Background: an optimization exercise with open tools, aiming at small area and a short achievable clock period. Do not read the settings as production practice. RTL that was checked went through simulation tests only; none was proved equivalent to the original. Only the layout flow was run in run 3; the RTL was not checked for function there. Power figures rest on the tool's default switching activity, not on a simulated workload.

==> design/flow/config.mk <==
export PLATFORM = sky130hd
export DESIGN_NAME = QPU_V
export DESIGN_NICKNAME = QPU_V
export VERILOG_FILES = /design/flow/design.v
export SDC_FILE = /design/flow/constraint.sdc
export NUM_CORES = 4
export LEC_CHECK = 0
export CAP_MARGIN = 20
export CORE_MARGIN = 2
export CORE_UTILIZATION = 40
export PLACE_DENSITY = 0.8
export SETUP_SLACK_MARGIN = 3.0
export SLEW_MARGIN = 20
export SYNTH_HIERARCHICAL = 1
export SYNTH_MINIMUM_KEEP_SIZE = 0
export TNS_END_PERCENT = 0
==> design/flow/constraint.sdc <==
create_clock -name core_clock -period 6.0 [get_ports {clk}]
set_input_delay 1.2000 -clock core_clock [delete_from_list [all_inputs] [get_ports {clk}]]
set_output_delay 1.2000 -clock core_clock [all_outputs]
set_load 0.01 [all_outputs]
==> design/flow/design.v <==
module QPU_V(
  input clk,reset,RDY,
  input [15:0]IR,
  input IRQ1,IRQ2,
  input [7:0] A_result,
  input A_vin,A_cin,
  input [7:0] M_Din,
  input I1,I2,I3,I4,
  output [11:0] pc_out,
  output [9:0]  W_AddrO,
  output [7:0]  W_DoutO,
  output [9:0]  M_AddrO,
  output M_WEO,M_IO,
  output A_adc_sbc,A_cout,
  output [7:0] Op1,Op2,
  output [7:0] ST,OPS,RA,RF,RSP
);
reg        s1;
reg        OPSTR;
reg        IOMode,MWE0,MWEO,LAB7;
reg [3:0]  LWx;
reg [11:0] pc;
reg [9:0]  SP,RX,RY,WAddr;
reg [7:0]  Acc,Flags;
reg [7:0]  OP1R,OP2R;
reg        F1,F2;
reg [2:0]  COP_TYPE,IR_TYPE;
reg [7:0]  WSEL;
reg [2:0]  TT;
wire [2:0] IR_CMD = IR[14:12];
wire [3:0] IR_REG = IR[11:8];
wire [3:0] IR_REGB= IR[3:0];
wire [3:0] PK_REG = (IR_REG >4'b1001)? 4'b1000:IR_REG;
wire [3:0] PK_REGB= (IR_REGB>4'b1001)? 4'b1000:IR_REGB;
wire [7:0] WD_REST;
QPU_V_alu u_alu(.tt(TT), .sh(WSEL[4]), .in(WSEL[5]), .ac(WSEL[7]), .a(OP1R), .b(OP2R), .c(Flags[0]), .acc(Acc), .y(WD_REST));
wire [7:0] WD;
QPU_V_wdsel u_wdsel(.a(A_result), .s(WSEL[3]), .rest(WD_REST), .y(WD));
wire C_NEXT = WSEL[3] ? A_cin : WSEL[4] ? OP1R[0] : Flags[0];
wire OP_PSH_POP = (IR_TYPE[1:0]==2'b01) & ~LAB7 & COP_TYPE[2] & COP_TYPE[1];
wire [9:0] PBASE = ~s1 ? SP : (IR_TYPE==3'b110) ? RX : (IR_TYPE==3'b111) ? RY : SP;
wire       POP   = s1 & OP_PSH_POP & ~COP_TYPE[0];
wire [7:0] POFF  = IR[7:0] | {8{POP}};
wire [9:0] PDIFF = PBASE - {{2{POFF[7]}},POFF};
wire dec = ~s1 & ~IR[15];
reg [6:0]  n_OP_TYPE;
function [6:0] optype(input [2:0] cmd);
    case (cmd)
    3'b000: optype=7'b0000001;
    3'b001: optype=7'b0000010;
    3'b010: optype=7'b0000100;
    3'b011: optype=7'b0001000;
    3'b100: optype=7'b0010000;
    3'b101: optype=7'b0001000;
    3'b110: optype=7'b0100000;
    default: optype=7'b1000000;
    endcase
endfunction
always @* n_OP_TYPE=optype(IR_CMD);
wire [6:0] OP_TYPE = s1 ? optype(COP_TYPE) : {OPSTR, TT[2]&TT[0]&~TT[1], WSEL[5]|WSEL[4], WSEL[3], ~TT[2]&TT[1], TT[2]&TT[1], TT[2]&~TT[0]};
wire eq1  = (LWx==PK_REG);
wire eq2  = (LWx==PK_REGB);
wire r1f  = (IR_REG==4'b1001);
wire r1a  = IR_REG[3] | (IR_CMD>=3'b110);
wire r2   = (IR_REG[3:1]==3'b101);
wire r2f  = (IR_REGB==4'b1001);
wire r2a  = IR_REGB[3];
wire f1 = dec ? (~eq1 & ~r1f & ~r1a) : F1;
wire f2 = dec ? (r2 & ~eq2 & ~r2f & ~r2a) : F2;
wire [4:0] s_op1 = {~dec & ~F1,
                    dec & ~eq1 & ~r1f & r1a,
                    dec & ~eq1 & r1f,
                    dec & eq1,
                    f1};
wire [5:0] s_op2 = {~dec & ~F2,
                    dec & ~r2,
                    dec & r2 & ~eq2 & ~r2f & r2a,
                    dec & r2 & ~eq2 & r2f,
                    dec & r2 & eq2,
                    f2};
wire [7:0] n_OP1R, n_OP2R;
QPU_V_ao5 u_op1(.s(s_op1), .d0(M_Din), .d1(WD), .d2(Flags), .d3(Acc), .d4(OP1R), .y(n_OP1R));
QPU_V_ao6 u_op2(.s(s_op2), .d0(M_Din), .d1(WD), .d2(Flags), .d3(Acc), .d4(IR[7:0]), .d5(OP2R), .y(n_OP2R));
wire mem = (IR_REG>=4'b1100);
wire ext = (IR_CMD==3'b100) & (IR_REG>4'b1000);
wire       n_s1  = ~reset & dec & (mem | ext);
wire [6:0] n_OPT = reset ? 7'd0 : s1 ? optype(COP_TYPE) : IR[15] ? 7'd0 : n_OP_TYPE;
wire [7:0] n_WSEL = n_s1 ? 8'b10000000 :
                    {~|n_OPT[5:0], n_OPT[5], n_OPT[4]&IR[7], n_OPT[4]&~IR[7], n_OPT[3:0]};
always @(posedge clk)
begin
    LAB7<=IR[7];
    IR_TYPE<=IR[10:8];
    COP_TYPE<=IR[14:12];
    F1<=f1;
    F2<=f2;
    OP1R<= n_OP1R;
    OP2R<= n_OP2R;
    s1<=n_s1;
    OPSTR<=~n_s1 & n_OPT[6];
    WSEL<=n_WSEL;
    TT<={n_WSEL[0]|n_WSEL[1]|n_WSEL[6], n_WSEL[1]|n_WSEL[2], n_WSEL[1]|n_WSEL[2]|n_WSEL[6]};
    if (reset)
    begin
        IOMode<=1'b0;
        MWE0<=1'b0;
        MWEO<=1'b0;
        LWx<=4'b1111;
        pc<=12'd0;
        SP<=10'h100;
        RX<=10'd0;
        RY<=10'd0;
        Flags<=8'd0;
        Acc<=8'hA5;
    end
    else if (~s1)
    begin
        if (~IR[15])
        begin
            if (mem)
            begin
                case (IR[9:8])
                2'b00: WAddr<={2'd0,IR[7:0]};
                2'b01: WAddr<=PDIFF;
                2'b10: WAddr<=RX;
                2'b11: WAddr<=RY;
                endcase
                IOMode<=(IR[7:6]==2'b00);
                MWE0<=1'b0;
                MWEO<=(IR_CMD==3'b111);
                LWx<=4'b1000;
            end
            else
            begin
                WAddr<={6'd0,PK_REG};
                IOMode<=1'b0;
                MWE0<=~ext;
                MWEO<=~ext;
                if (~ext) pc<=pc+12'd1;
                LWx<=PK_REG;
            end
            if (MWE0)
            begin
                if (LWx==4'b1001)
                    Flags<=WD;
                else
                begin
                    if (LWx>=4'b1000)
                        Acc<=WD;
                    Flags[0]<=C_NEXT;
                    Flags[1]<=(WD==8'd0);
                    if (n_OP_TYPE[3])
                        Flags[2]<=A_vin;
                    Flags[3]<=WD[7];
                end
            end
        end
        else
        begin
            LWx<=4'b1110;
            MWE0<=1'b0;
            MWEO<=1'b0;
            pc<=pc+12'd1;
        end
    end
    else
    begin
        if (COP_TYPE==3'b100)
        begin
            if (IR_TYPE[2:1]==2'b01)
                SP<={M_Din[1:0],Acc};
            else if (IR_TYPE==3'b101)
                SP<=PDIFF;
            else if (IR_TYPE==3'b110)
                RX<=PDIFF;
            else if (IR_TYPE==3'b111)
                RY<=PDIFF;
            LWx<=4'b1110;
            MWE0<=1'b0;
            MWEO<=1'b0;
        end
        else if (COP_TYPE<3'b110)
        begin
            WAddr<=10'd8;
            LWx<=4'b1000;
            MWE0<=1'b1;
            MWEO<=1'b1;
        end
        else
        begin
            if (COP_TYPE==3'b110)
                Acc<=M_Din;
            LWx<=4'b1110;
            MWE0<=1'b0;
            MWEO<=1'b0;
        end
        if (OP_PSH_POP)
        begin
            if (COP_TYPE[0])
                SP<=WAddr;
            else
                SP<=PDIFF;
        end
        IOMode<=1'b0;
        pc<=pc+12'd1;
    end
end
assign pc_out=pc;
assign W_AddrO=WAddr;
QPU_V_maddr u_maddr(.s1(s1), .wa(WAddr), .ra(IR[11:8]), .rb(IR[3:0]), .y(M_AddrO));
assign W_DoutO=WD;
assign M_WEO=MWEO;
assign M_IO=IOMode;
assign A_adc_sbc=~COP_TYPE[2];
assign A_cout=Flags[0];
assign Op1=OP1R;
assign Op2=OP2R;
assign ST={LWx,F2,COP_TYPE};
assign OPS={1'b0,OP_TYPE};
assign RA=Acc;
assign RF=Flags;
assign RSP=SP[7:0];
endmodule
module QPU_V_wdsel(input [7:0] a, input s, input [7:0] rest, output [7:0] y);
assign y = ({8{s}} & a) | rest;
endmodule
module QPU_V_maddr(input s1, input [9:0] wa, input [3:0] ra, input [3:0] rb, output [9:0] y);
wire [3:0] pa = (ra>4'b1001) ? 4'b1000 : ra;
wire [3:0] pb = (rb>4'b1001) ? 4'b1000 : rb;
assign y = s1 ? wa : {6'd0, ra[3] ? pb : pa};
endmodule
module QPU_V_ao5(input [4:0] s, input [7:0] d0, d1, d2, d3, d4, output [7:0] y);
assign y = ({8{s[0]}} & d0) | ({8{s[1]}} & d1) | ({8{s[2]}} & d2) | ({8{s[3]}} & d3) | ({8{s[4]}} & d4);
endmodule
module QPU_V_ao6(input [5:0] s, input [7:0] d0, d1, d2, d3, d4, d5, output [7:0] y);
assign y = ({8{s[0]}} & d0) | ({8{s[1]}} & d1) | ({8{s[2]}} & d2) | ({8{s[3]}} & d3) | ({8{s[4]}} & d4) | ({8{s[5]}} & d5);
endmodule
module QPU_V_alu(input [2:0] tt, input sh, input in, input ac, input [7:0] a, input [7:0] b, input c, input [7:0] acc, output [7:0] y);
wire [7:0] cy = {&a[6:0], &a[5:0], &a[4:0], &a[3:0], &a[2:0], &a[1:0], a[0], 1'b1};
genvar i;
generate for (i=0; i<8; i=i+1) begin : g
    assign y[i] = (a[i] ? (b[i] ? tt[2] : tt[1]) : (b[i] & tt[0]))
                | (sh & ((i==7) ? c : a[(i+1)%8]))
                | (in & (a[i] ^ cy[i]))
                | (ac & acc[i]);
end endgenerate
endmodule
==> design/flow/flow/run.sh <==
#!/bin/bash
# Standard ORFS layout (the standard.sh, unchanged synthesis), with the
# port buffers made as sky130_fd_sc_hd__buf_1 instead of the resizer's pick,
# and a clock tree of clkbuf_8 without dummy loads.
set -euo pipefail
cd "$(dirname "$0")/.."
bash standard.sh "BUFFER_PORTS_ARGS=-buffer_cell sky130_fd_sc_hd__buf_1" \
  "CTS_ARGS=-sink_clustering_enable -repair_clock_nets -dont_use_dummy_load -buf_list sky130_fd_sc_hd__clkbuf_8 -root_buf sky130_fd_sc_hd__clkbuf_8" \
  finish > flow_make.log 2>&1
==> design/flow/standard.sh <==
#!/bin/bash
# synth_recipe.tcl (not shown) runs the flow's synth.tcl, then flattens the netlist and writes it again
# the make line also repeats each setting of config.mk as NAME=value (left out here)
make -C /OpenROAD-flow-scripts/flow DESIGN_CONFIG=/design/flow/config.mk WORK_HOME=/design/flow/orfs CLKGATE_MAP_FILE= SYNTH_SCRIPT=/design/flow/synth_recipe.tcl "${@:-finish}"
==> run_results.csv, run 1 <==
group,metric,value,unit
status,status,"finished clean",
synthesis,avgSynthCellArea,8.43,sq um
layout,syn_to_final_growth,12.4,%
floorplan,io_pins,143,
cts,cts_max_path_buffers,2,
synthesis,ys_ff_latch,109,
pwr,leakage,0.00271,uW
sta,period_minus_slack,3.24,ns
layout,final_common_cell,"buf_1",
place,dp.cells,1089,
sta,setup-tns-final,0,ns
floorplan,coreArea,16500,sq um
synthesis,synth_cell_types,74,
sta,worst_slack,2.76,ns
routing,first_iter_violations,1154,
run,max-cap-violations,0,
hold_path,hold_path_class,"flop to flop",
sta,worst_clock_skew,0.0214,ns
sta,worst_pin_slew,1.17,ns
floorplan,row_count,47,
pwr,ir_drop,0.163,mV
routing,vias,6706,
synthesis,seq_area_frac_synth,34.0,%
cts,cts.sinks,109,
synthesis,synthCells,797,
global_routing,grt_pass1_vias,6061,
layout,drive_gt1_share,10.9,%
floorplan,die_height,134,um
sta,rsz0062_at_grt,"yes",
cts,cts_tree,"done",
floorplan,die_area,17800,sq um
cts,clock_latency,0.38,ns
place,gp_congestion,0.988,
cts,cts_buffers,9,
routing,first_pass_iters,9,
global_routing,grt_max_degree,59,
sta,slew_violations,0,
sta,setup_viol,0,
layout,num_antenna_cells,0,
global_routing,antenna_found_initial,0,
sta,max_slew_margin,21.2,%
sta,timing.fmax,308,MHz
routing,ant_nets,0,
critical_path,critPathLaunchType,"input pin",
place,post-dp-hpwl,16200,um
sta,post-route-period-util,54.0,%
floorplan,die_w,134,um
routing,finalWirelength,22000,um
global_routing,grt_usage,24.1,%
sta,hold_viol,0,
critical_path,critPathRequiredTime,4.80,ns
pwr,power_density,204,nW/um^2
critical_path,critical_path_arrival,2.04,ns
synthesis,ys_warn_count,7,
synthesis,synth_edf_count,10,
global_routing,grt_pass1_wl,33800,um
synthesis,synth_top_area_share,29.5,%
global_routing,grt_overflow_total,0,
critical_path,critPathMaxFanout,20,
layout,mostFrequentLayoutCells,"buf_1 (124), dfxtp_1 (87), nand2_1 (87)",
synthesis,netlist.top_cell.by_area,"dfxtp_1",
place,dp_slack,2.08,ns
floorplan,start_util,40.7,%
critical_path,critPathKind,"input pin to output pin",
synthesis,ys.flop_type,"dfxtp_1",
synthesis,synthArstFlopShare,0,%
cts,htreeDepth,3,
routing,drc,0,
routing,vias_per_cell,6.06,
layout,fin_cells,1107,
place,io_buffers,134,
synthesis,netlist_area,6720,sq um
cts,hold_buffers,0,
layout,nets,946,
routing,wl_per_cell,19.8,um
cts,cts_root_buf,"clkbuf_8",
synthesis,synthTopCellsByArea,"dfxtp_1 (30%), mux2i_1 (5.4%), nand2_1 (4.9%)",
critical_path,end_kind,"output pin",
cts,clk_pin_slew,0.10,ns
stage by stage:
| step | util [%] | total power, uW | area (sq um) | hold slack [ns] |
|---|---|---|---|---|
| 2_1_floorplan | - | 1040 | 6760 | 0.445 |
| 6_report | 45.7 | 1540 | 7550 | 0.476 |
| 5_1_grt | 45.7 | 1600 | 7550 | 0.493 |
| 3_5_place_dp | 43.6 | 1150 | 7200 | 0.464 |
| 4_1_cts | 45.5 | 1530 | 7520 | 0.477 |
| 3_3_place_gp | 43.6 | 1150 | 7200 | 0.456 |
Yosys cell counts, types with 4 or more instances:
library cell	count
a211o_1	5
a211oi_1	18
a21o_1	13
a21oi_1	55
a221o_1	5
a222oi_1	13
a22o_1	7
a22oi_1	24
a22oi_2	8
a311oi_1	4
a31oi_1	4
and2_1	15
and3_1	9
buf_1	4
buf_2	12
buf_4	12
buf_6	9
clkbuf_1	30
dfxtp_1	99
edfxtp_1	10
ha_1	13
inv_1	16
mux2i_1	36
nand2_1	87
nand2b_1	6
nand3_1	31
nand4_1	9
nor2_1	59
nor2b_1	8
nor3_1	14
nor4_1	6
o2111ai_1	5
o211ai_1	5
o21a_1	5
o21ai_0	41
o22ai_1	5
or3_1	8
xnor2_1	8
xor2_1	19
metal layers:
layer,GRT usage (%),vias to the layer above,wire length [um]
met3,4.98,42,2180
met1,33.1,3149,9170
met5,0,-,0
met4,6.50,0,617
met2,38.5,394,10000
li1,-,3121,-
state kept, by name, indices dropped and copies added, names as in the netlist, 3 cells and up:
register and cells:
OP1R 8, WSEL 4, WAddr 10, IR_TYPE 3, RY 10, RX 10
OP2R 8, pc 12, COP_TYPE 3, Acc 8, TT 3, Flags 8
SP 10, LWx 4
power by group:
| part | total (uW) | internal, uW | switching (uW) |
|---|---|---|---|
| sequential | 838 | 771 | 66.9 |
| combinational | 329 | 130 | 199 |
| clock | 373 | 136 | 237 |
Yosys stat by module, one instance, submodules excluded:
module       cells  flip-flops and latches  area [sq um]  copies in the design
QPU_V          642                     109          5560                     1
QPU_V_alu       56                       0           423                     1
QPU_V_ao5       28                       0           193                     1
QPU_V_ao6       38                       0           340                     1
QPU_V_maddr     24                       0           135                     1
QPU_V_wdsel      9                       0          71.3                     1
what timing repair did:
action / in CTS / in global routing
endpoints found under the setup margin: 65 / 52
gates resized for setup: 54 / 6
pin swaps: 7 / 3
endpoints found under the hold margin: 0 / 0
setup buffers: 7 / 2
cells by family after synthesis:
logic type / synth area share, %
AO/OA/AOI/OAI: 25.6
XOR/XNOR: 3.52
adder cells (fa/ha/maj): 2.72
buffers and inverters: 6.67
flip-flops: 34.0
multiplexers: 7.26
other: 0.0558
AND/OR/NAND/NOR: 20.2
layout make-up:
type | count | area, sq um
Fill cell | 1648 | 8970
Multi-Input combinational cell | 603 | 4110
Sequential cell | 109 | 2310
Timing Repair Buffer | 149 | 669
Tap cell | 220 | 275
Clock buffer | 9 | 124
Inverter | 17 | 66.3
final timing paths:
kind | startpoint | depth (start not counted) | endpoint | slack [ns]
worst max register to register | COP_TYPE[1]$_DFF_P_ | 12 | WAddr[8]$_SDFFCE_PP0P_ | 2.79
worst min-delay path | RY[8]$_SDFFE_PP0P_ | 2 | RY[8]$_SDFFE_PP0P_ | 0.48
worst max-delay path | IR[8] | 5 | M_AddrO[0] | 2.76
worst min register to register | RY[8]$_SDFFE_PP0P_ | 2 | RY[8]$_SDFFE_PP0P_ | 0.48
worst max-delay path: stages:
cell and delay [ns]:
buf_4 0.19, nor2b_1 0.16, a311oi_1 0.27, a21oi_1 0.09
buf_1 0.14
==> run 2, diff against run 1 <==
--- a/design/flow/config.mk
+++ b/design/flow/config.mk
@@ -8,7 +8,6 @@
 export CAP_MARGIN = 20
 export CORE_MARGIN = 2
 export CORE_UTILIZATION = 40
-export PLACE_DENSITY = 0.8
 export SETUP_SLACK_MARGIN = 3.0
 export SLEW_MARGIN = 20
 export SYNTH_HIERARCHICAL = 1
==> run_results.csv, run 2 <==
group,metric,value,unit
cts,cts_buffers,9,
synthesis,synth_edf_count,10,
floorplan,start_util,40.7,%
routing,ant_nets,0,
place,dp.cells,1092,
cts,cts.sinks,109,
floorplan,coreArea,16500,sq um
cts,hold_buffers,0,
pwr,sequentialPowerShare,54.1,%
pwr,ir_drop,0.121,mV
global_routing,grt_usage,25.6,%
synthesis,synthArstFlopShare,0,%
critical_path,critPathMaxFanout,21,
pwr,leakage,0.00274,uW
synthesis,netlist.top_cell.by_area,"dfxtp_1",
floorplan,die_height,134,um
floorplan,io_pins,143,
sta,hold_viol,0,
sta,period_minus_slack,3.26,ns
global_routing,grt_pass1_wl,35400,um
sta,post-route-period-util,54.3,%
sta,setup_viol,0,
critical_path,slowest_stage,"buf_6",
synthesis,netlist_area,6720,sq um
sta,worst_pin_slew,1.16,ns
synthesis,synthCells,797,
critical_path,critPathRequiredTime,4.80,ns
layout,largest_register_ffs,12,
cts,cts_root_buf,"clkbuf_8",
critical_path,critical_path_arrival,2.06,ns
global_routing,antenna_found_initial,0,
critical_path,end_kind,"output pin",
synthesis,ys_warn_count,7,
pwr,comb_power_share,21.9,%
place,io_buffers,134,
synthesis,synth_cell_types,74,
cts,htreeDepth,3,
layout,utilization,46.0,%
routing,first_iter_violations,651,
routing,finalWirelength,22800,um
floorplan,die_area,17800,sq um
global_routing,grt_max_degree,51,
layout,fin_cells,1112,
routing,vias,6546,
cts,clk_pin_slew,0.09,ns
synthesis,synth_top_area_share,29.5,%
sta,rsz0062_at_grt,"yes",
cts,cts_tree,"done",
routing,wl_per_cell,20.5,um
layout,drive_gt1_share,11.0,%
place,gp_congestion,0.919,
cts,clock_latency,0.41,ns
sta,worst_clock_skew,0.0310,ns
critical_path,critPathKind,"input pin to output pin",
sta,timing.fmax,307,MHz
routing,drc,0,
synthesis,avgSynthCellArea,8.43,sq um
global_routing,grt_overflow_total,0,
layout,syn_to_final_growth,13.3,%
synthesis,synthTopCellsByArea,"dfxtp_1 (30%), mux2i_1 (5.4%), nand2_1 (4.9%)",
sta,setup-tns-final,0,ns
critical_path,critPathLaunchType,"input pin",
status,status,"finished clean",
layout,mostFrequentLayoutCells,"buf_1 (124), dfxtp_1 (91), nand2_1 (87)",
sta,max_slew_margin,22.4,%
global_routing,grt_pass1_vias,6076,
routing,first_pass_iters,5,
routing,vias_per_cell,5.89,
layout,num_antenna_cells,0,
pwr,p_int,1040,uW
place,post-dp-hpwl,16700,um
synthesis,seq_area_frac_synth,34.0,%
synthesis,ys_ff_latch,109,
hold_path,hold_path_class,"flop to flop",
pwr,clkPwrFrac,24.0,%
pwr,p_sw,505,uW
pwr,netSwitchingFraction,32.7,%
critical_path,crit_chain,"buf_1 -> buf_6 -> and2b_2 -> a21oi_1 -> o21ai_1 -> buf_2",
layout,top_register,"pc",
floorplan,die_w,134,um
synthesis,yosysMostFrequentCell,"dfxtp_1",
run,max-cap-violations,0,
synthesis,synth.top_cells.by_count,"dfxtp_1 (99), nand2_1 (87), nor2_1 (59)",
floorplan,row_count,47,
layout,final_common_cell,"buf_1",
cts,cts_max_path_buffers,2,
pwr,power_density,203,nW/um^2
layout,nets,951,
synthesis,ys.flop_type,"dfxtp_1",
critical_path,slowest_delay,0.20,ns
sta,slew_violations,0,
-- run 2: cell counts after synthesis --
No cell type changed its count.
-- run 2: kinds of logic (layout without fill, tap and decap cells) --
logic type / after synthesis / after routing / share of synthesized area, %
muxes: 43 / 43 / 7.26
DFF: 109 / 109 / 34.0
other: 1 / 1 / 0.0558
buffers and inverters: 85 / 180 / 6.67
AOI/OAI and AO/OA: 242 / 242 / 25.6
xor gates and xnor gates: 27 / 27 / 3.52
adders and majority gates: 14 / 14 / 2.72
and+or+nand+nor: 276 / 276 / 20.2
-- run 2: timing repair --
item	CTS	global route
endpoints found under the setup margin	68	54
pin swaps	6	4
buffers inserted	7	4
resized for setup	48	3
-- run 2: routing by layer --
layer / GRT usage, % / vias to the layer above / wire length, um
met1: 35.7 / 3147 / 10400
met3: 5.06 / 30 / 1630
met4: 7.27 / 0 / 356
li1: - / 3125 / -
met2: 40.3 / 244 / 10300
met5: 0 / - / 0
-- run 2: modules after synthesis, one instance, submodules excluded --
module,times used,area (sq um)
QPU_V,1,5560
QPU_V_alu,1,423
QPU_V_ao6,1,340
QPU_V_ao5,1,193
QPU_V_maddr,1,135
QPU_V_wdsel,1,71.3
-- run 2: layout make-up --
type	count	area [sq um]
well taps	220	275
flip-flops and latches	109	2300
clock buffers	9	124
multi-input cells	603	4120
fillers	1667	8920
repair buffers	154	718
inverters	17	66.3
-- run 2: final timing paths --
check | start | end | slack (ns) | depth (start not counted)
worst max-delay path | IR[11] | M_AddrO[2] | 2.74 | 6
worst min-delay path | SP[0]$_SDFFE_PP0P_ | SP[0]$_SDFFE_PP0P_ | 0.48 | 2
worst max register to register | COP_TYPE[1]$_DFF_P_ | WAddr[5]$_SDFFCE_PP0P_ | 2.78 | 12
worst min register to register | SP[0]$_SDFFE_PP0P_ | SP[0]$_SDFFE_PP0P_ | 0.48 | 2
-- run 2: worst max-delay path: cells and delay by family --
family / cells / cell delay [ns]
buffers and inverters: 3 / 0.45
AO/OA/AOI/OAI: 2 / 0.23
AND/OR/NAND/NOR: 1 / 0.18
-- run 2: stage by stage --
step / total power [uW] / setup slack, ns / hold slack (ns) / instance area (sq um)
after floorplan: 1040 / 2.81 / 0.445 / 6760
after global placement: 1160 / 2.16 / 0.459 / 7230
after detailed placement: 1160 / 2.19 / 0.464 / 7230
after CTS: 1550 / 2.75 / 0.480 / 7560
after global routing: 1610 / 2.64 / 0.506 / 7610
final: 1550 / 2.74 / 0.479 / 7610
-- run 2: power by group through the flow --
| stage | clock, uW | combinational [uW] | sequential [uW] |
|---|---|---|---|
| after floorplan | 0 | 203 | 837 |
| after global placement | 0 | 303 | 853 |
| after detailed placement | 0 | 303 | 853 |
| after CTS | 382 | 330 | 835 |
| after global routing | 403 | 369 | 842 |
| final | 371 | 338 | 836 |
==> run 3, diff against run 2 <==
--- a/design/flow/design.v
+++ b/design/flow/design.v
@@ -17,6 +17,7 @@
 );
 reg        s1;
 reg        OPSTR;
+reg        POP;
 reg        IOMode,MWE0,MWEO,LAB7;
 reg [3:0]  LWx;
 reg [11:0] pc;
@@ -39,7 +40,6 @@
 wire C_NEXT = WSEL[3] ? A_cin : WSEL[4] ? OP1R[0] : Flags[0];
 wire OP_PSH_POP = (IR_TYPE[1:0]==2'b01) & ~LAB7 & COP_TYPE[2] & COP_TYPE[1];
 wire [9:0] PBASE = ~s1 ? SP : (IR_TYPE==3'b110) ? RX : (IR_TYPE==3'b111) ? RY : SP;
-wire       POP   = s1 & OP_PSH_POP & ~COP_TYPE[0];
 wire [7:0] POFF  = IR[7:0] | {8{POP}};
 wire [9:0] PDIFF = PBASE - {{2{POFF[7]}},POFF};
 wire dec = ~s1 & ~IR[15];
@@ -98,6 +98,7 @@
     OP2R<= n_OP2R;
     s1<=n_s1;
     OPSTR<=~n_s1 & n_OPT[6];
+    POP<=n_s1 & (IR[9:7]==3'b010) & (IR_CMD==3'b110);
     WSEL<=n_WSEL;
     TT<={n_WSEL[0]|n_WSEL[1]|n_WSEL[6], n_WSEL[1]|n_WSEL[2], n_WSEL[1]|n_WSEL[2]|n_WSEL[6]};
     if (reset)
==> run_results.csv, run 3 <==
group,metric,value,unit
sta,rsz0062_at_grt,"yes",
critical_path,critPathLaunchType,"input pin",
synthesis,synth_cell_types,83,
synthesis,synth_top_area_share,28.8,%
synthesis,synthArstFlopShare,0,%
synthesis,ys.flop_type,"dfxtp_1",
sta,worst_clock_skew,0.0320,ns
sta,hold_viol,0,
pwr,ir_drop,0.114,mV
routing,first_pass_iters,5,
critical_path,slowest_delay,0.47,ns
pwr,leakage,0.00290,uW
synthesis,ys_warn_count,7,
hold_path,hold_path_class,"flop to flop",
layout,utilization,44.6,%
routing,wl_per_cell,19.7,um
floorplan,io_pins,143,
sta,period_minus_slack,3.27,ns
sta,post-route-period-util,54.4,%
run,max-cap-violations,0,
layout,largest_register_ffs,12,
layout,mostFrequentLayoutCells,"buf_1 (124), dfxtp_1 (92), nor2_1 (79)",
synthesis,synth.top_cells.by_count,"dfxtp_1 (100), nor2_1 (79), nand2_1 (76)",
synthesis,synth_simple_gate_area_share,21.6,%
synthesis,synth_edf_count,10,
cts,cts_max_path_buffers,2,
cts,clk_pin_slew,0.08,ns
critical_path,critPathKind,"input pin to flop",
critical_path,end_kind,"flop",
routing,vias,6468,
global_routing,grt_pass1_vias,5774,
floorplan,die_area,18500,sq um
sta,timing.fmax,306,MHz
routing,vias_per_cell,5.80,
floorplan,die_height,136,um
routing,finalWirelength,22000,um
layout,nets,950,
critical_path,crit_chain,"buf_2 -> or2_4 -> ha_4 -> fa_2 -> nor2b_4 -> o2111ai_2 -> nand3b_1 -> xor2_1 -> mux4_2 -> and2_1",
synthesis,synthTopCellsByArea,"dfxtp_1 (29%), mux2i_1 (6.5%), edfxtp_1 (4.3%)",
critical_path,slowest_stage,"mux4_2",
cts,cts_buffers,9,
cts,htreeDepth,3,
critical_path,critPathRequiredTime,6.14,ns
floorplan,row_count,48,
cts,cts_tree,"done",
place,post-dp-hpwl,16300,um
synthesis,synth_fa_ha_area_share,2.63,%
routing,drc,0,
layout,drive_gt1_share,10.9,%
sta,max_slew_margin,27.7,%
sta,slew_violations,0,
layout,num_antenna_cells,0,
sta,worst_pin_slew,1.08,ns
pwr,power_density,202,nW/um^2
synthesis,netlist.top_cell.by_area,"dfxtp_1",
synthesis,synth_top_family_by_area,"compound AO/OA/AOI/OAI gates",
sta,setup_viol,0,
synthesis,synthCells,806,
status,status,"finished clean",
global_routing,grt_pass1_wl,33800,um
floorplan,coreArea,17200,sq um
cts,clock_latency,0.40,ns
pwr,power,1550,uW
critical_path,critPathMaxFanout,7,
synthesis,synth-compound-area-share,22.8,%
cts,hold_buffers,0,
layout,final_common_cell,"buf_1",
global_routing,antenna_found_initial,0,
floorplan,die_w,136,um
synthesis,netlist_area,6960,sq um
place,io_buffers,134,
synthesis,ys_ff_latch,110,
synthesis,seq_area_frac_synth,33.1,%
routing,ant_nets,0,
synthesis,synth_xor_area_share,3.65,%
global_routing,grt_usage,23.7,%
layout,fill_cells,1775,
floorplan,start_util,40.5,%
sta,setup-tns-final,0,ns
global_routing,grt_max_degree,52,
global_routing,grt_overflow_total,0,
cts,cts_root_buf,"clkbuf_8",
layout,top_register,"pc",
synthesis,muxShareOfSynthArea,9.28,%
routing,first_iter_violations,551,
layout,syn_to_final_growth,10.1,%
synthesis,yosysMostFrequentCell,"dfxtp_1",
place,gp_congestion,0.927,
synthesis,avgSynthCellArea,8.63,sq um
critical_path,critical_path_arrival,3.41,ns
cts,cts.sinks,110,
-- run 3: timing repair --
item / 4_1_cts / 5_1_grt
pin swaps: 4 / 2
hold endpoints to repair: 0 / 0
gates resized for setup: 35 / 1
setup endpoints to repair: 50 / 43
setup buffers: 6 / 0
-- run 3: worst paths after layout --
| kind | from | end | slack, ns | cells past startpoint |
|---|---|---|---|---|
| worst max-delay path | IR[0] | WAddr[6]$_SDFFCE_PP0P_ | 2.73 | 10 |
| worst min-delay path | SP[1]$_SDFFE_PP0P_ | SP[1]$_SDFFE_PP0P_ | 0.47 | 2 |
| worst max register to register | IR_TYPE[0]$_DFF_P_ | WAddr[6]$_SDFFCE_PP0P_ | 2.84 | 11 |
| worst min register to register | SP[1]$_SDFFE_PP0P_ | SP[1]$_SDFFE_PP0P_ | 0.47 | 2 |
-- run 3: report_power, final --
| part | switching [uW] | total [uW] | internal [uW] |
|---|---|---|---|
| clock | 240 | 376 | 136 |
| sequential | 65.2 | 843 | 778 |
| combinational | 198 | 330 | 132 |
| total | 503 | 1550 | 1050 |
-- run 3: kinds of logic after synthesis --
kind of cell	count (synthesis)
compound gates	216
xor+xnor	29
fa+ha+maj	14
buf+inv	88
flops	110
mux	56
other cells	1
simple gates	292
-- run 3: modules after synthesis (local to each module, per instance) --
| module | flops+latches | cell area, sq um |
|---|---|---|
| QPU_V_maddr | 0 | 135 |
| QPU_V | 110 | 5790 |
| QPU_V_ao6 | 0 | 340 |
| QPU_V_alu | 0 | 423 |
| QPU_V_wdsel | 0 | 71.3 |
| QPU_V_ao5 | 0 | 193 |
-- run 3: worst max-delay path, delay by kind of cell --
kind	cells	cell delay (ns)
adder cells (fa/ha/maj)	2	0.56
AND/OR/NAND/NOR	4	0.71
XOR/XNOR	1	0.10
multiplexers	1	0.47
buffers and inverters	1	0.16
AO/OA/AOI/OAI	1	0.19
-- run 3: area by class of cell --
| cell class | count | area [sq um] | area share (%) |
|---|---|---|---|
| Clock buffer | 9 | 124 | 1.62 |
| Tap cell | 225 | 282 | 3.68 |
| Inverter | 17 | 66.3 | 0.866 |
| Sequential cell | 110 | 2320 | 30.3 |
| Timing Repair Buffer | 147 | 638 | 8.33 |
| Multi-Input combinational cell | 608 | 4230 | 55.2 |
-- run 3: routing by layer --
| layer | global-route usage, % | part of all wire [%] | up-vias |
|---|---|---|---|
| met5 | 0 | 0 | - |
| li1 | - | - | 3091 |
| met1 | 33.6 | 45 | 3110 |
| met4 | 5.56 | 1.5 | 0 |
| met2 | 36.6 | 45 | 245 |
| met3 | 5.59 | 7.6 | 22 |
-- run 3: metrics by stage --
| stage | setup slack [ns] | instances | cell area, sq um | hold slack (ns) |
|---|---|---|---|---|
| 3_3_place_gp | 2.14 | 1101 | 7390 | 0.470 |
| 3_5_place_dp | 2.14 | 1101 | 7390 | 0.461 |
| 4_1_cts | 2.74 | 1116 | 7650 | 0.473 |
| 6_report | 2.73 | 1116 | 7660 | 0.474 |
| 5_1_grt | 2.62 | 1116 | 7660 | 0.513 |
| 2_1_floorplan | 2.68 | 806 | 6970 | 0.445 |
==> run 4, diff against run 3 <==
--- a/design/flow/design.v
+++ b/design/flow/design.v
@@ -87,8 +87,19 @@
 wire [6:0] n_OPT = reset ? 7'd0 : s1 ? optype(COP_TYPE) : IR[15] ? 7'd0 : n_OP_TYPE;
 wire [7:0] n_WSEL = n_s1 ? 8'b10000000 :
                     {~|n_OPT[5:0], n_OPT[5], n_OPT[4]&IR[7], n_OPT[4]&~IR[7], n_OPT[3:0]};
+wire       w_ld8 = s1 & (COP_TYPE!=3'b100) & (COP_TYPE<3'b110);
+wire [6:0] s_wa  = {~dec & ~w_ld8,
+                    w_ld8,
+                    dec & ~mem,
+                    dec & mem & (IR[9:8]==2'b11),
+                    dec & mem & (IR[9:8]==2'b10),
+                    dec & mem & (IR[9:8]==2'b01),
+                    dec & mem & (IR[9:8]==2'b00)};
+wire [9:0] n_WAddr;
+QPU_V_ao7w u_wa(.s(s_wa), .d0({2'd0,IR[7:0]}), .d1(PDIFF), .d2(RX), .d3(RY), .d4({6'd0,PK_REG}), .d5(10'd8), .d6(WAddr), .y(n_WAddr));
 always @(posedge clk)
 begin
+    WAddr<=n_WAddr;
     LAB7<=IR[7];
     IR_TYPE<=IR[10:8];
     COP_TYPE<=IR[14:12];
@@ -120,12 +131,6 @@
         begin
             if (mem)
             begin
-                case (IR[9:8])
-                2'b00: WAddr<={2'd0,IR[7:0]};
-                2'b01: WAddr<=PDIFF;
-                2'b10: WAddr<=RX;
-                2'b11: WAddr<=RY;
-                endcase
                 IOMode<=(IR[7:6]==2'b00);
                 MWE0<=1'b0;
                 MWEO<=(IR_CMD==3'b111);
@@ -133,7 +138,6 @@
             end
             else
             begin
-                WAddr<={6'd0,PK_REG};
                 IOMode<=1'b0;
                 MWE0<=~ext;
                 MWEO<=~ext;
@@ -182,7 +186,6 @@
         end
         else if (COP_TYPE<3'b110)
         begin
-            WAddr<=10'd8;
             LWx<=4'b1000;
             MWE0<=1'b1;
             MWEO<=1'b1;
@@ -246,3 +249,7 @@
                 | (ac & acc[i]);
 end endgenerate
 endmodule
+module QPU_V_ao7w(input [6:0] s, input [9:0] d0, d1, d2, d3, d4, d5, d6, output [9:0] y);
+assign y = ({10{s[0]}} & d0) | ({10{s[1]}} & d1) | ({10{s[2]}} & d2) | ({10{s[3]}} & d3)
+         | ({10{s[4]}} & d4) | ({10{s[5]}} & d5) | ({10{s[6]}} & d6);
+endmodule
==> run_results.csv, run 4 <==
group,metric,value,unit
synthesis,synthArstFlopShare,0,%
layout,nets,975,
place,post-dp-hpwl,16300,um
floorplan,die_w,132,um
layout,fill_cells,1705,
hold_path,hold_path_depth,2,
routing,vias_per_cell,5.75,
cts,htreeDepth,3,
synthesis,ys_ff_latch,110,
global_routing,grt_max_degree,37,
cts,cts_buffers,9,
floorplan,coreArea,16000,sq um
critical_path,r2r_slack,2.84,ns
synthesis,ys.flop_type,"dfxtp_1",
routing,vias,6505,
critical_path,critPathLaunchType,"input pin",
sta,rsz0062_at_grt,"yes",
sta,max_slew_margin,25.5,%
routing,wl_per_cell,19.7,um
cts,clock_latency,0.40,ns
critical_path,slowest_stage,"buf_2",
critical_path,reg2reg_depth,12,
sta,hold_viol,0,
layout,num_antenna_cells,0,
layout,top_register,"pc",
synthesis,yosysMostFrequentCell,"dfxtp_1",
layout,postLayoutCellArea,7440,sq um
run,max-cap-violations,0,
synthesis,synth_edf_count,0,
synthesis,ys_warn_count,7,
hold_path,hold_path_end,"SP[3]$_SDFFE_PP0P_",
layout,fin_cells,1132,
cts,cts_max_path_buffers,2,
global_routing,antenna_found_initial,0,
critical_path,end_kind,"output pin",
routing,first_pass_iters,5,
layout,mostFrequentLayoutCells,"buf_1 (125), dfxtp_1 (104), nand2_1 (96)",
global_routing,grt_pass1_wl,34300,um
cts,cts.sinks,110,
place,gp_congestion,0.857,
critical_path,slowest_delay,0.33,ns
synthesis,avgSynthCellArea,8.14,sq um
layout,syn_to_final_growth,12.8,%
critical_path,path_buf_inv,2,
routing,first_iter_violations,643,
sta,slew_violations,0,
global_routing,grt_pass1_vias,5944,
hold_path,hold_start,"SP[3]$_SDFFE_PP0P_",
floorplan,io_pins,143,
pwr,power,1600,uW
sta,post-route-period-util,55.2,%
synthesis,netlist.top_cell.by_area,"dfxtp_1",
synthesis,synthCells,810,
pwr,leakage,0.00277,uW
global_routing,grt_usage,24.9,%
synthesis,netlist_area,6600,sq um
cts,cts_root_buf,"clkbuf_8",
critical_path,critPathKind,"input pin to output pin",
global_routing,grt_overflow_total,0,
pwr,power_density,215,nW/um^2
cts,cts_tree,"done",
routing,ant_nets,0,
routing,finalWirelength,22300,um
routing,drc,0,
synthesis,synthTopCellsByArea,"dfxtp_1 (33%), nand2_1 (5.5%), a22oi_1 (5.0%)",
critical_path,crit_chain,"buf_2 -> and2b_2 -> a21oi_1 -> o21ai_1 -> buf_1",
hold_path,hold_path_class,"flop to flop",
synthesis,seq_area_frac_synth,33.4,%
floorplan,die_height,132,um
layout,final_common_cell,"buf_1",
place,dpl_cell_area,7110,sq um
floorplan,row_count,46,
critical_path,critPathMaxFanout,21,
sta,worst_clock_skew,0.0339,ns
critical_path,critical_path_arrival,2.11,ns
layout,drive_gt1_share,8.19,%
synthesis,synth.top_cells.by_count,"dfxtp_1 (110), nand2_1 (96), nor2_1 (75)",
sta,setup_viol,0,
cts,clk_pin_slew,0.09,ns
floorplan,die_area,17500,sq um
floorplan,start_util,41.2,%
layout,largest_register_ffs,12,
synthesis,synth_cell_types,73,
critical_path,critPathRequiredTime,4.80,ns
critical_path,crit_cells,5,
sta,worst_pin_slew,1.11,ns
sta,setup-tns-final,0,ns
critical_path,worstReg2RegStart,"IR_TYPE[0]$_DFF_P_",
sta,timing.fmax,302,MHz
pwr,ir_drop,0.0959,mV
place,io_buffers,134,
place,dp.cells,1114,
sta,period_minus_slack,3.31,ns
critical_path,critical-path-top-delay-family,"buffers and inverters",
critical_path,rr_endpoint,"SP[8]$_SDFFE_PP1P_",
synthesis,synth_top_area_share,33.4,%
status,status,"finished clean",
-- run 4: tightest hold or removal path, cell delays in order (launching register included) --
cell and delay, ns:
dfxtp_1 0.33, nand2_1 0.06, a21oi_1 0.05
-- run 4: layout make-up --
cell class	instances	area [sq um]	area share, %
multi-input combinational	629	4070	54.7
sequential	110	2220	29.8
timing repair buffer	151	692	9.30
tap	216	270	3.63
clock buffer	9	124	1.66
inverter	17	68.8	0.925
-- run 4: metal layers --
| metal | vias to the layer above | global-route usage (%) | share of wire [%] |
|---|---|---|---|
| met2 | 228 | 41.1 | 48 |
| met5 | - | 0 | 0 |
| met1 | 3082 | 34.1 | 44 |
| met4 | 0 | 8.12 | 2.2 |
| met3 | 33 | 2.99 | 5.5 |
| li1 | 3162 | - | - |
-- run 4: kinds of logic after synthesis --
group	synth area share, %
and+or+nand+nor	20.7
muxes	4.44
DFF	33.4
buffers and inverters	7.17
other	0.114
xor gates and xnor gates	4.12
adders and majority gates	2.77
AOI/OAI and AO/OA	27.3
-- run 4: where the power goes --
| group | total, uW | internal, uW | switching [uW] |
|---|---|---|---|
| Combinational | 356 | 143 | 213 |
| Sequential | 860 | 775 | 85.6 |
| Clock | 380 | 136 | 244 |
| Total | 1600 | 1050 | 543 |
-- run 4: how the worst max path moves through the flow --
stage / from / endpoint / slack [ns]
after floorplan: IR[0] / SP[8]$_SDFFE_PP1P_ / 2.88
after global placement: IR[0] / SP[8]$_SDFFE_PP1P_ / 2.20
after detailed placement: IR[15] / OP2R[0]$_DFF_P_ / 2.21
after CTS: OP1R[0]$_DFF_P_ / W_DoutO[5] / 2.70
after global routing: OP1R[0]$_DFF_P_ / W_DoutO[5] / 2.60
final: IR[11] / M_AddrO[1] / 2.69
-- run 4: repair_timing --
action                     4_1_cts  5_1_grt
cloned                           1        0
setup endpoints to repair       62       61
gates resized for setup         36        3
hold buffers                     0        0
buffers inserted                 7        1
pin swaps                        5        2
-- run 4: per-module statistics from Yosys (local to each module, per instance) --
| module | times used | cells inside | flops+latches |
|---|---|---|---|
| QPU_V_ao5 | 1 | 28 | 0 |
| QPU_V_ao6 | 1 | 38 | 0 |
| QPU_V_maddr | 1 | 24 | 0 |
| QPU_V_ao7w | 1 | 47 | 0 |
| QPU_V_alu | 1 | 56 | 0 |
| QPU_V_wdsel | 1 | 9 | 0 |
| QPU_V | 1 | 608 | 110 |
-- run 4: per-stage QoR --
stage,hold WS [ns],setup slack (ns),util [%]
after global placement,0.450,2.20,44.4
after global routing,0.491,2.60,46.5
after CTS,0.475,2.70,46.4
after detailed placement,0.462,2.21,44.4
after floorplan,0.443,2.88,-
final,0.476,2.69,46.5
==> run 5, diff against run 4 <==
--- a/design/flow/config.mk
+++ b/design/flow/config.mk
@@ -8,6 +8,7 @@
 export CAP_MARGIN = 20
 export CORE_MARGIN = 2
 export CORE_UTILIZATION = 40
+export PLACE_DENSITY = 0.8
 export SETUP_SLACK_MARGIN = 3.0
 export SLEW_MARGIN = 20
 export SYNTH_HIERARCHICAL = 1
==> run_results.csv, run 5 <==
group,metric,value,unit
layout,final_common_cell,"buf_1",
routing,first_pass_iters,6,
cts,cts_max_path_buffers,2,
floorplan,die_area,17500,sq um
sta,hold_slack,0.475,ns
cts,htreeDepth,3,
cts,cts_buffers,9,
layout,mostFrequentLayoutCells,"buf_1 (123), dfxtp_1 (101), nand2_1 (96)",
synthesis,seq_area_frac_synth,33.4,%
synthesis,synth_cell_types,73,
synthesis,avgSynthCellArea,8.14,sq um
routing,wl_per_cell,19.4,um
sta,period_minus_slack,3.30,ns
cts,cts.sinks,110,
sta,worst_clock_skew,0.0325,ns
routing,drc,0,
place,post-dp-hpwl,15800,um
cts,clock_latency,0.41,ns
synthesis,synthCells,810,
sta,worst_pin_slew,1.03,ns
synthesis,ys_ff_latch,110,
floorplan,die_height,132,um
global_routing,grt_usage,24.6,%
sta,hold_viol,0,
synthesis,netlist_area,6600,sq um
synthesis,synthArstFlopShare,0,%
global_routing,grt_pass1_wl,34400,um
layout,drive_gt1_share,8.34,%
cts,clk_pin_slew,0.12,ns
floorplan,row_count,46,
pwr,ir_drop,0.107,mV
sta,slew_violations,0,
sta,rsz0062_at_grt,"yes",
sta,setup-tns-final,0,ns
floorplan,start_util,41.2,%
global_routing,grt_pass1_vias,6233,
routing,finalWirelength,21900,um
synthesis,ys.flop_type,"dfxtp_1",
sta,setup_viol,0,
layout,utilization,46.4,%
global_routing,antenna_found_initial,0,
layout,syn_to_final_growth,12.4,%
global_routing,grt_max_degree,71,
global_routing,grt_overflow_total,0,
layout,num_antenna_cells,0,
pwr,power_density,214,nW/um^2
critical_path,critPathMaxFanout,6,
hold_path,hold_path_class,"flop to flop",
pwr,power,1590,uW
critical_path,critPathKind,"flop to output pin",
run,max-cap-violations,0,
cts,cts_tree,"done",
cts,cts_root_buf,"clkbuf_8",
routing,first_iter_violations,980,
synthesis,netlist.top_cell.by_area,"dfxtp_1",
sta,post-route-period-util,54.9,%
floorplan,die_w,132,um
status,status,"finished clean",
critical_path,critPathLaunchType,"flop",
cts,hold_buffers,0,
synthesis,synthTopCellsByArea,"dfxtp_1 (33%), nand2_1 (5.5%), a22oi_1 (5.0%)",
sta,timing.fmax,303,MHz
layout,top_register,"pc",
critical_path,critical_path_arrival,2.10,ns
place,io_buffers,134,
critical_path,end_kind,"output pin",
critical_path,critPathRequiredTime,4.80,ns
floorplan,coreArea,16000,sq um
routing,ant_nets,0,
synthesis,ys_warn_count,7,
sta,max_slew_margin,30.6,%
pwr,leakage,0.00275,uW
synthesis,synth_edf_count,0,
synthesis,synth.top_cells.by_count,"dfxtp_1 (110), nand2_1 (96), nor2_1 (75)",
routing,vias_per_cell,5.96,
routing,vias,6716,
layout,nets,970,
floorplan,io_pins,143,
layout,largest_register_ffs,12,
synthesis,yosysMostFrequentCell,"dfxtp_1",
synthesis,synth_top_area_share,33.4,%
layout,fill_cells,1606,
place,gp_congestion,0.963,
[run 5: cell counts after synthesis]
Identical to the previous run, type by type.
[run 5: where the power goes]
part / internal (uW) / switching (uW) / total, uW
sequential: 775 / 83.9 / 859
clock: 136 / 244 / 379
combinational: 139 / 211 / 350
total: 1050 / 539 / 1590
[run 5: critical path, stage by stage (launching register included)]
cell	delay [ns]
dfxtp_4	0.38
ha_4	0.15
nand3_4	0.09
or4b_1	0.51
nand3_1	0.10
a21o_1	0.26
buf_1	0.19
[run 5: final cells by class]
cell class                 instances  area [sq um]  share of cell area [%]
inverter                          17          66.3                   0.894
tap                              216           270                    3.64
timing repair buffer             146           662                    8.92
multi-input combinational        629          4070                    54.9
clock buffer                       9           124                    1.67
sequential                       110          2220                    29.9
[run 5: per-layer routing]
layer | GRT usage (%) | routed length [um] | vias up
met1 | 32.4 | 9150 | 3139
met3 | 5.44 | 2330 | 58
met5 | 0 | 0 | -
li1 | - | - | 3148
met4 | 8.54 | 638 | 0
met2 | 39.7 | 9790 | 371
[run 5: timing repair]
action,4_1_cts,5_1_grt
setup endpoints to repair,54,59
hold endpoints to repair,0,0
resized for setup,34,6
pin swaps,5,1
cloned,1,0
buffers inserted,5,0
[run 5: worst paths after layout]
kind | cells past startpoint | slack (ns) | startpoint | end
hold / removal | 2 | 0.48 | RX[4]$_SDFFE_PP0P_ | RX[4]$_SDFFE_PP0P_
hold reg to reg | 2 | 0.48 | RX[4]$_SDFFE_PP0P_ | RX[4]$_SDFFE_PP0P_
setup reg to reg | 12 | 2.88 | IR_TYPE[0]$_DFF_P_ | SP[8]$_SDFFE_PP1P_
setup / recovery | 6 | 2.70 | OP1R[1]$_DFF_P_ | W_DoutO[6]
[run 5: per-stage QoR]
step	std cells	instance area, sq um	worst slack, ns
after global placement	1112	7100	2.24
final	1127	7420	2.70
after CTS	1127	7400	2.72
after floorplan	827	6680	2.88
after detailed placement	1112	7100	2.22
after global routing	1127	7420	2.62
[run 5: modules after synthesis, one instance, submodules excluded]
module | cell area [sq um] | cells inside | copies in the design
QPU_V_alu | 423 | 56 | 1
QPU_V_ao6 | 340 | 38 | 1
QPU_V_ao7w | 344 | 47 | 1
QPU_V_wdsel | 71.3 | 9 | 1
QPU_V | 5090 | 608 | 1
QPU_V_ao5 | 193 | 28 | 1
QPU_V_maddr | 135 | 24 | 1
[run 5: cells by family after synthesis]
kind of cell               count (synthesis)  synth area share [%]
muxes                                     29                  4.44
and+or+nand+nor                          289                  20.7
DFF                                      110                  33.4
xor gates and xnor gates                  31                  4.12
buffers and inverters                     88                  7.17
AOI/OAI and AO/OA                        247                  27.3
adders and majority gates                 14                  2.77
other                                      2                 0.114
==> run 6, diff against run 5 <==
--- a/design/flow/config.mk
+++ b/design/flow/config.mk
@@ -7,8 +7,8 @@
 export LEC_CHECK = 0
 export CAP_MARGIN = 20
 export CORE_MARGIN = 2
-export CORE_UTILIZATION = 40
-export PLACE_DENSITY = 0.8
+export CORE_UTILIZATION = 60
+export PLACE_DENSITY = 0.9
 export SETUP_SLACK_MARGIN = 3.0
 export SLEW_MARGIN = 20
 export SYNTH_HIERARCHICAL = 1
==> run_results.csv, run 6 <==
group,metric,value,unit
place,gp_congestion,0.977,
global_routing,met3_usage,6.28,%
synthesis,ys_warn_count,7,
sta,rsz0062_at_grt,"yes",
cts,cts_buffers,9,
synthesis,netlist.top_cell.by_area,"dfxtp_1",
sta,hold_viol,0,
floorplan,row_count,38,
synthesis,synth_top_area_share,33.4,%
global_routing,grt_pass1_wl,31600,um
critical_path,crit_chain,"buf_1 -> buf_6 -> nand2_1 -> o21ai_0 -> buf_1",
routing,drc,0,
sta,setup_viol,0,
place,post-dp-hpwl,14300,um
cts,cts_tree,"done",
synthesis,ys_ff_latch,110,
routing,first_pass_iters,8,
synthesis,yosysMostFrequentCell,"dfxtp_1",
routing,ant_nets,0,
floorplan,die_area,11800,sq um
cts,clock_latency,0.38,ns
cts,clk_pin_slew,0.08,ns
pwr,comb_power_share,22.4,%
critical_path,worstReg2RegStart,"s1$_DFF_P_",
sta,setup-tns-final,0,ns
critical_path,critical-path-top-delay-family,"buffers and inverters",
pwr,leakage,0.00277,uW
cts,hold_buffers,0,
synthesis,synth.top_cells.by_count,"dfxtp_1 (110), nand2_1 (96), nor2_1 (75)",
sta,worst_pin_slew,1.36,ns
cts,cts_root_buf,"clkbuf_8",
cts,htreeDepth,3,
critical_path,critPathLaunchType,"input pin",
layout,final_common_cell,"buf_1",
routing,finalWirelength,20800,um
synthesis,netlist_area,6600,sq um
sta,slew_violations,0,
layout,nets,975,
synthesis,synth_edf_count,0,
pwr,p_sw,519,uW
pwr,sequentialPowerShare,54.3,%
floorplan,die_w,109,um
critical_path,critPathKind,"input pin to output pin",
global_routing,use_met1,42.0,%
critical_path,path_buf_inv,3,
global_routing,grt_overflow_total,0,
cts,cts.sinks,110,
critical_path,r2r_slack,2.87,ns
routing,vias_per_cell,6.58,
synthesis,seq_area_frac_synth,33.4,%
synthesis,synthTopCellsByArea,"dfxtp_1 (33%), nand2_1 (5.5%), a22oi_1 (5.0%)",
routing,first_iter_violations,1208,
critical_path,slowest_delay,0.32,ns
layout,drive_gt1_share,8.95,%
sta,timing.fmax,307,MHz
global_routing,antenna_found_initial,0,
critical_path,critical_path_arrival,2.06,ns
run,max-cap-violations,0,
synthesis,ys.flop_type,"dfxtp_1",
pwr,p_int,1050,uW
floorplan,io_pins,143,
status,status,"finished clean",
pwr,ir_drop,0.122,mV
critical_path,crit_top_cell,"buf_1",
synthesis,synthArstFlopShare,0,%
pwr,netSwitchingFraction,33.1,%
sta,max_slew_margin,9.31,%
critical_path,crit_start,"IR[11]",
global_routing,grtUsageMet2,56.5,%
synthesis,avgSynthCellArea,8.14,sq um
pwr,power_density,214,nW/um^2
layout,largest_register_ffs,12,
global_routing,grt_max_degree,71,
hold_path,hold_path_class,"flop to flop",
floorplan,coreArea,10800,sq um
critical_path,end_kind,"output pin",
floorplan,die_height,109,um
layout,num_antenna_cells,0,
critical_path,critPathMaxFanout,8,
critical_path,slowest_stage,"o21ai_0",
synthesis,synthCells,810,
layout,top_register,"pc",
hold_path,hold_start,"RY[6]$_SDFFE_PP0P_",
routing,vias,6948,
pwr,clkPwrFrac,23.3,%
global_routing,busiest_layer,"met2",
routing,wl_per_cell,19.7,um
critical_path,critPathRequiredTime,4.80,ns
cts,cts_max_path_buffers,2,
place,dpl_cell_area,7020,sq um
sta,post-route-period-util,54.3,%
layout,postLayoutCellArea,7340,sq um
sta,hold_slack,0.475,ns
place,io_buffers,134,
global_routing,grt_pass1_vias,6262,
floorplan,start_util,61.1,%
synthesis,synth_cell_types,73,
sta,period_minus_slack,3.26,ns
sta,worst_clock_skew,0.0283,ns
global_routing,grt_usage,34.2,%
layout,syn_to_final_growth,11.2,%
layout,mostFrequentLayoutCells,"buf_1 (123), dfxtp_1 (100), nand2_1 (96)",
-- run 6: layer usage --
metal  vias up  share of wire, %
met5         -                 0
li1       3168                 -
met2       505                45
met4         0               5.2
met3       103                12
met1      3172                38
-- run 6: kinds of logic after synthesis --
kind of cell,after synthesis,synth area share [%]
flip-flops,110,33.4
buffers and inverters,88,7.17
AND/OR/NAND/NOR,289,20.7
adder cells (fa/ha/maj),14,2.77
multiplexers,29,4.44
XOR/XNOR,31,4.12
AO/OA/AOI/OAI,247,27.3
other,2,0.114
-- run 6: final cells by class --
type	count	area, sq um
fill	876	3460
tap	140	175
timing repair buffer	151	669
clock buffer	9	124
multi-input combinational	629	4080
sequential	110	2220
inverter	17	68.8
-- run 6: path summary, 6_finish.rpt --
path                                           end  cells past startpoint
worst max-delay path                    M_AddrO[3]                      5
worst max register to register  SP[8]$_SDFFE_PP1P_                     11
worst min-delay path            RY[6]$_SDFFE_PP0P_                      2
worst min register to register  RY[6]$_SDFFE_PP0P_                      2
-- run 6: worst register-to-register path, stage by stage (launching register included) --
cell,delay [ns]
dfxtp_4,0.50
nand3_4,0.25
a21oi_2,0.28
ha_4,0.16
inv_2,0.04
fa_2,0.40
a211oi_4,0.25
o21ai_1,0.14
a31o_2,0.27
xor2_1,0.19
o2bb2ai_1,0.18
a2111o_1,0.35
-- run 6: what timing repair did --
action                                  4_1_cts  5_1_grt
cloned                                        1        0
buffers inserted                              8        0
endpoints found under the hold margin         0        0
pin swaps                                     3        0
endpoints found under the setup margin       63       46
gates resized for setup                      38        4
-- run 6: Yosys stat by module (local to each module, per instance) --
module / cell area (sq um) / flops+latches
QPU_V: 5090 / 110
QPU_V_alu: 423 / 0
QPU_V_ao5: 193 / 0
QPU_V_ao6: 340 / 0
QPU_V_ao7w: 344 / 0
QPU_V_maddr: 135 / 0
QPU_V_wdsel: 71.3 / 0
-- run 6: per-stage QoR --
step / worst slack [ns] / util [%] / total power, uW / std cells
2_1_floorplan: 2.88 / - / 1070 / 827
3_3_place_gp: 1.88 / 65.0 / 1170 / 1038
3_5_place_dp: 1.77 / 65.0 / 1180 / 1038
4_1_cts: 2.80 / 67.9 / 1550 / 1056
5_1_grt: 2.71 / 68.0 / 1630 / 1056
6_report: 2.74 / 68.0 / 1570 / 1056
-- run 6: power groups by stage --
stage,logic [uW],registers (uW),clock network [uW]
global placement,308,862,0
CTS,340,847,361
detailed placement,315,864,0
finish,351,852,365
global route,380,857,394
floorplan,213,853,0
==> run 7, diff against run 6 <==
--- a/design/flow/config.mk
+++ b/design/flow/config.mk
@@ -7,10 +7,10 @@
 export LEC_CHECK = 0
 export CAP_MARGIN = 20
 export CORE_MARGIN = 2
-export CORE_UTILIZATION = 60
+export CORE_UTILIZATION = 50
 export PLACE_DENSITY = 0.9
 export SETUP_SLACK_MARGIN = 3.0
 export SLEW_MARGIN = 20
 export SYNTH_HIERARCHICAL = 1
 export SYNTH_MINIMUM_KEEP_SIZE = 0
-export TNS_END_PERCENT = 0
+export TNS_END_PERCENT = 10
==> run_results.csv, run 7 <==
group,metric,value,unit
status,status,"finished clean",
layout,utilization,59.0,%
sta,max_slew_margin,20.2,%
layout,syn_to_final_growth,14.2,%
cts,htreeDepth,3,
routing,first_iter_violations,907,
synthesis,synthArstFlopShare,0,%
synthesis,synth.top_cells.by_count,"dfxtp_1 (110), nand2_1 (96), nor2_1 (75)",
synthesis,avgSynthCellArea,8.14,sq um
sta,setup_viol,0,
run,max-cap-violations,0,
sta,hold_viol,0,
floorplan,start_util,51.6,%
synthesis,netlist_area,6600,sq um
critical_path,slowest_stage,"dfxtp_4",
floorplan,coreArea,12800,sq um
critical_path,crit_top_cell,"ha_4",
sta,worst_pin_slew,1.19,ns
floorplan,die_height,119,um
cts,cts_root_buf,"clkbuf_8",
global_routing,antenna_found_initial,0,
routing,wl_per_cell,19.7,um
sta,period_minus_slack,3.28,ns
critical_path,reg2reg_depth,11,
critical_path,r2r_slack,2.88,ns
layout,drive_gt1_share,10.6,%
critical_path,critPathKind,"flop to output pin",
critical_path,rr_endpoint,"SP[8]$_SDFFE_PP1P_",
synthesis,ys_warn_count,7,
critical_path,critPathMaxFanout,3,
synthesis,yosysMostFrequentCell,"dfxtp_1",
routing,vias_per_cell,6.35,
layout,largest_register_ffs,12,
layout,num_antenna_cells,0,
critical_path,end_kind,"output pin",
hold_path,hold_path_depth,2,
synthesis,ys.flop_type,"dfxtp_1",
sta,setup-tns-final,0,ns
global_routing,grt_pass1_vias,6403,
synthesis,synth_cell_types,73,
cts,clk_pin_slew,0.10,ns
pwr,leakage,0.00284,uW
layout,fill_cells,1133,
floorplan,row_count,41,
synthesis,netlist.top_cell.by_area,"dfxtp_1",
sta,timing.fmax,305,MHz
synthesis,seq_area_frac_synth,33.4,%
global_routing,grt_overflow_total,0,
layout,final_common_cell,"buf_1",
synthesis,synth_top_area_share,33.4,%
place,gp_congestion,0.974,
floorplan,die_area,14100,sq um
routing,drc,0,
cts,clock_latency,0.39,ns
synthesis,ys_ff_latch,110,
critical_path,critical_path_arrival,2.08,ns
critical_path,crit_chain,"ha_4 -> nand3_4 -> inv_4 -> ha_4 -> a222oi_1 -> nand2_1 -> a21o_4 -> buf_6",
routing,first_pass_iters,7,
hold_path,hold_path_end,"RY[5]$_SDFFE_PP0P_",
routing,vias,6942,
pwr,power_density,211,nW/um^2
place,io_buffers,134,
place,post-dp-hpwl,14900,um
sta,post-route-period-util,54.7,%
critical_path,critPathLaunchType,"flop",
layout,nets,981,
floorplan,die_w,119,um
critical_path,worstReg2RegStart,"s1$_DFF_P_",
layout,mostFrequentLayoutCells,"buf_1 (121), dfxtp_1 (99), nand2_1 (96)",
synthesis,synth_edf_count,0,
critical_path,slowest_delay,0.37,ns
routing,finalWirelength,21600,um
hold_path,hold_start,"RY[5]$_SDFFE_PP0P_",
sta,slew_violations,0,
hold_path,hold_path_class,"flop to flop",
cts,cts_buffers,9,
cts,cts_tree,"done",
global_routing,grt_usage,29.3,%
floorplan,io_pins,143,
sta,rsz0062_at_grt,"yes",
routing,ant_nets,0,
synthesis,synthTopCellsByArea,"dfxtp_1 (33%), nand2_1 (5.5%), a22oi_1 (5.0%)",
global_routing,grt_pass1_wl,33300,um
cts,cts.sinks,110,
layout,postLayoutCellArea,7530,sq um
layout,top_register,"pc",
sta,worst_clock_skew,0.0388,ns
critical_path,critPathRequiredTime,4.80,ns
place,dpl_cell_area,7050,sq um
global_routing,grt_max_degree,71,
pwr,ir_drop,0.116,mV
synthesis,synthCells,810,
cts,cts_max_path_buffers,2,
-- run 7: cell type report --
class | instances | area, sq um | area share (%)
clock buffer | 9 | 124 | 1.64
inverter | 17 | 68.8 | 0.913
multi-input combinational | 629 | 4100 | 54.4
sequential | 110 | 2230 | 29.6
tap | 172 | 215 | 2.86
timing repair buffer | 157 | 795 | 10.5
-- run 7: cells by family (layout without fill, tap and decap cells) --
group | after synthesis | count (layout) | synth area share [%]
buffers and inverters | 88 | 183 | 7.17
and+or+nand+nor | 289 | 289 | 20.7
adders and majority gates | 14 | 14 | 2.77
DFF | 110 | 110 | 33.4
muxes | 29 | 29 | 4.44
AOI/OAI and AO/OA | 247 | 247 | 27.3
other | 2 | 19 | 0.114
xor gates and xnor gates | 31 | 31 | 4.12
-- run 7: power by group --
group	internal, uW	switching (uW)
clock	136	239
combinational	148	215
sequential	775	80.1
-- run 7: stage by stage --
stage | hold WS, ns | setup slack [ns] | power [uW] | std cells
2_1_floorplan | 0.443 | 2.88 | 1070 | 827
3_5_place_dp | 0.461 | 1.83 | 1180 | 1069
6_report | 0.476 | 2.72 | 1590 | 1094
5_1_grt | 0.503 | 2.67 | 1650 | 1094
4_1_cts | 0.475 | 2.76 | 1560 | 1088
3_3_place_gp | 0.451 | 1.90 | 1170 | 1069
-- run 7: how the worst max path moves through the flow --
| stage | from | to | slack (ns) | depth (start not counted) |
|---|---|---|---|---|
| after global routing | OP1R[1]$_DFF_P_ | W_DoutO[4] | 2.67 | 8 |
| after global placement | s1$_DFF_P_ | SP[8]$_SDFFE_PP1P_ | 1.90 | 11 |
| final | OP1R[1]$_DFF_P_ | W_DoutO[4] | 2.72 | 8 |
| after detailed placement | s1$_DFF_P_ | WAddr[9]$_DFF_P_ | 1.83 | 11 |
| after floorplan | IR[0] | SP[8]$_SDFFE_PP1P_ | 2.88 | 9 |
| after CTS | OP1R[1]$_DFF_P_ | W_DoutO[4] | 2.76 | 8 |
-- run 7: routing by layer --
layer	track usage [%]	up-vias	routed length [um]
li1	-	3181	-
met1	37.4	3191	8400
met2	47.7	488	9920
met3	5.36	82	2360
met4	14.0	0	918
met5	0	-	0
-- run 7: worst max-delay path, delay by kind of cell (launching register included) --
kind | cells | cell delay, ns
simple gates | 2 | 0.23
fa+ha+maj | 2 | 0.34
flops | 1 | 0.37
compound gates | 2 | 0.57
buf+inv | 2 | 0.19
-- run 7: modules after synthesis (local to each module, per instance) --
module	copies in the design	area, sq um	flops+latches	cells inside
QPU_V	1	5090	110	608
QPU_V_maddr	1	135	0	24
QPU_V_ao5	1	193	0	28
QPU_V_alu	1	423	0	56
QPU_V_ao6	1	340	0	38
QPU_V_wdsel	1	71.3	0	9
QPU_V_ao7w	1	344	0	47
-- run 7: what timing repair did --
action | CTS | global route
buffers inserted | 10 | 5
gates cloned | 0 | 1
gates resized for setup | 41 | 36
pin swaps | 8 | 2
hold buffers | 0 | 0
setup endpoints to repair | 76 | 49

==> static timing again, ports no longer ideal <==
The results above use ideal ports. As a check the final layouts listed here were re-extracted and re-timed, cells and wires unchanged.
Step 1 assumes that a clkbuf_16 drives the clock port and a buf_2 every other input.
Step 2 moves the port delays by t, midway between the first and last clock arrival at a register: inputs arrive t later, outputs are due t later. That takes back most of the time a late clock gives input paths.
Three values: ideal, step 1, step 2; two values: the first two.
| run | shift t [ns] | setup slack, ns | hold slack, ns |
|---|---|---|---|
| run 1 | 0.409 | 2.758 / 2.727 / 2.416 | 0.476 / 0.476 / 0.476 |
| run 2 | 0.435 | 2.739 / 2.705 / 2.400 | 0.479 / 0.479 / 0.479 |
| run 3 | 0.421 | 2.733 / 2.725 / 2.327 | 0.474 / 0.474 / 0.474 |
| run 4 | 0.420 | 2.688 / 2.654 / 2.350 | 0.476 / 0.476 / 0.476 |
| run 5 | 0.433 | 2.703 / 2.665 / 2.370 | 0.475 / 0.475 / 0.475 |
| run 6 | 0.400 | 2.744 / 2.721 / 2.393 | 0.475 / 0.475 / 0.475 |
| run 7 | 0.402 | 2.720 / 2.685 / 2.457 | 0.476 / 0.476 / 0.476 |
After both steps every run listed still meets setup and hold. The setup slack of run 3, which loses most, moves by -0.008 ns with the drivers and by -0.406 ns with both steps.
